Context: an optimization exercise on an open-source flow, tuned for small area and a short achievable clock period. The choices shown serve that exercise and are no tape-out recipe.
Function was checked by simulation only, so behaviour that the tests miss may differ from the original.
Power is estimated from default activity; no workload was simulated.

== alpha ==
// FIR
module FIR(Dout,
           Din,
           clk,
           reset);
Settings: LEC_CHECK=0, ABC_AREA=1, CAP_MARGIN=20, CORE_MARGIN=2, CORE_UTILIZATION=40, SETUP_SLACK_MARGIN=5, SLEW_MARGIN=20, SYNTH_HIERARCHICAL=1, SYNTH_MINIMUM_KEEP_SIZE=0; clock period 12.0 ns.
standard.sh (not shown) runs the stock make flow with config.mk's settings and CLKGATE_MAP_FILE= SYNTH_SCRIPT=/design/flow/synth_recipe.tcl, a recipe that flattens the netlist after the stock synthesis.
==> flow/flow/run.sh <==
#!/bin/bash
# Own layout flow: the standard ORFS flow (standard.sh's make command and
# synthesis, unchanged), with these changes after synthesis:
#  - timing repair aims at a setup slack margin of $MARGIN ns,
#  - port buffers are buf_2 cells (ORFS's default pick is a delay cell),
#  - clock tree: clkbuf_8 buffers, larger sink clusters, no dummy loads.
# ORFS writes each tool's log under orfs/logs/; make's output goes to
# make_*.log in this folder.
set -euo pipefail
MARGIN=5.3
MAKELINE=$(grep '^make ' standard.sh | sed 's/"\${@:-finish}"//')
run_make() { eval "$MAKELINE"' "$@"'; }
run_make synth > make_synth.log 2>&1
run_make "SETUP_SLACK_MARGIN=$MARGIN" "MATCH_CELL_FOOTPRINT=0" \
  "BUFFER_PORTS_ARGS=-buffer_cell sky130_fd_sc_hd__buf_2" \
  "CTS_ARGS=-sink_clustering_enable -repair_clock_nets -dont_use_dummy_load -buf_list sky130_fd_sc_hd__clkbuf_8 -sink_clustering_size 30 -sink_clustering_max_diameter 100" \
  finish > make_finish.log 2>&1
# everything is built: this only writes out/final.def from the final layout
bash standard.sh finish > make_def.log 2>&1
alpha completed every stage of the flow, and the final layout passed the timing, DRC and antenna checks.
#### Input delta (beta over alpha)
diff --git a/flow/flow/run.sh b/flow/flow/run.sh
--- a/flow/flow/run.sh
+++ b/flow/flow/run.sh
@@ -10 +10 @@
-MARGIN=5.3
+MARGIN=5
@@ -14 +14 @@
-run_make "SETUP_SLACK_MARGIN=$MARGIN" "MATCH_CELL_FOOTPRINT=0" \
+run_make "SETUP_SLACK_MARGIN=$MARGIN" \
Results
- Per the final summary, beta finished and its layout is clean on timing, DRC and antenna.
- Going from alpha to beta, the net load switching power was found to have gone down by 0.000036 W.
- Summary of the comparison: worst setup slack before clock tree synthesis is lower in beta, relative to alpha.
- alpha leaves more setup margin than beta.
- alpha was routed with more vias than beta.
- Cmp beta and alpha / final period demand of the worst path / higher: beta
- From alpha to beta the numbers moved as follows: count of non-CTS buffers in the layout lost 16%; clock share of power up 1.4 points; post-detailed-placement half-perimeter wirelength shrank by 2.1%; power -0.00010 W.
- Going from alpha to beta, maximum operating frequency -3.5%, area overhead of the layout relative to synthesis -4.6 points.
diff inputs: beta => gamma
Settings: putting ABC_CLOCK_PERIOD_IN_PS at 1500 where nothing was set; clearing ABC_AREA, which used to be 1.
==> summary.txt <==
- Summary: with beta as the reference, synthesized area in gamma moved down by a few percent.
- Area of the multi-input gates: higher on gamma
- NOTE number of buffers outside the clock class in the layout beta->gamma increased by more than 10%
- [gamma vs beta] global-route usage: lower in gamma
- Compared with beta, gamma shows a higher share of cells above drive strength 1.
- gamma ends up with lower part of the total power dissipated in the clock network than beta does.
- Relative to beta, wire length has gone down in gamma.
- gamma against beta; layout inverter count without the clock tree is down by more than a quarter.
- Vias: gamma fewer than beta
- gamma and beta ended up with roughly the same sequential cell area share.
[inputs] delta vs gamma
Settings: an added ABC_AREA of 1; a deleted ABC_CLOCK_PERIOD_IN_PS that had been 1500.
diff --git a/flow/flow/run.sh b/flow/flow/run.sh
--- a/flow/flow/run.sh
+++ b/flow/flow/run.sh
@@ -14 +14 @@
-run_make "SETUP_SLACK_MARGIN=$MARGIN" \
+run_make "SETUP_SLACK_MARGIN=$MARGIN" "RECOVER_POWER=100" \
Findings:
Placed standard-cell area (lower): gamma. Relative to gamma, the total power measured on delta has decreased slightly. Post-route cell area: delta vs gamma — no meaningful difference. No crash in delta: every stage finished, but the layout fails its final checks due to max-capacitance violations, max-slew violations. In the metrics for gamma and delta, the one carrying the higher distinct cell type count of the synthesized netlist is gamma. Diff gamma -> delta | worst path arrival time | increase of 0.11 ns.
The following lists how epsilon was set up differently from delta:
diff --git a/flow/flow/run.sh b/flow/flow/run.sh
--- a/flow/flow/run.sh
+++ b/flow/flow/run.sh
@@ -10 +10 @@
-MARGIN=5
+MARGIN=5.6
@@ -14 +14 @@
-run_make "SETUP_SLACK_MARGIN=$MARGIN" "RECOVER_POWER=100" \
+run_make "SETUP_SLACK_MARGIN=$MARGIN" "MATCH_CELL_FOOTPRINT=0" \
==> comparison <==
epsilon: done, clean on timing, DRC and antenna
Taking delta as the reference, in epsilon setup slack after layout rose 0.48 ns; worst setup slack for register-to-register paths rose 0.25 ns; clock network power about even; post-route fraction of the period consumed by the critical path fell 4.0 points; max capacitance violation total fell 1.
Compare delta and epsilon | highest fanout seen on the critical path lower: epsilon
In epsilon, met1 usage is higher than in delta.

static timing again, ports no longer ideal:
No port has a modelled driver above. Below, the same layouts with a new extraction and two added sets of constraints. Step 1 assumes that a clkbuf_16 drives the clock port and a buf_2 every other input. Step 2 adds t to the input delays and takes it off the output delays; t is the mean of the earliest and latest rising clock arrival at the registers after step 1. Input paths then give back, and output paths get back, about the clock's delay inside the block. Slacks: no drivers / after step 1 / after step 2; pairs: no drivers / after step 1.
| run | t, ns | setup slack, ns | worst setup path after step 2 | slew at the worst register clock pin (ns) |
|---|---|---|---|---|
| alpha | 0.373 | 5.370 / 5.308 / 5.110 | input to register | 0.07 / 0.07 |
| beta | 0.381 | 5.133 / 5.110 / 4.891 | input to register | 0.07 / 0.07 |
| gamma | 0.365 | 5.040 / 4.983 / 4.827 | input to register | 0.08 / 0.08 |
| delta | 0.382 | 4.929 / 4.904 / 4.789 | input to register | 0.07 / 0.07 |
| epsilon | 0.373 | 5.405 / 5.340 / 5.024 | input to register | 0.08 / 0.08 |
The setup slack of epsilon, which loses most, moves by -0.065 ns with the drivers and by -0.381 ns with both steps.
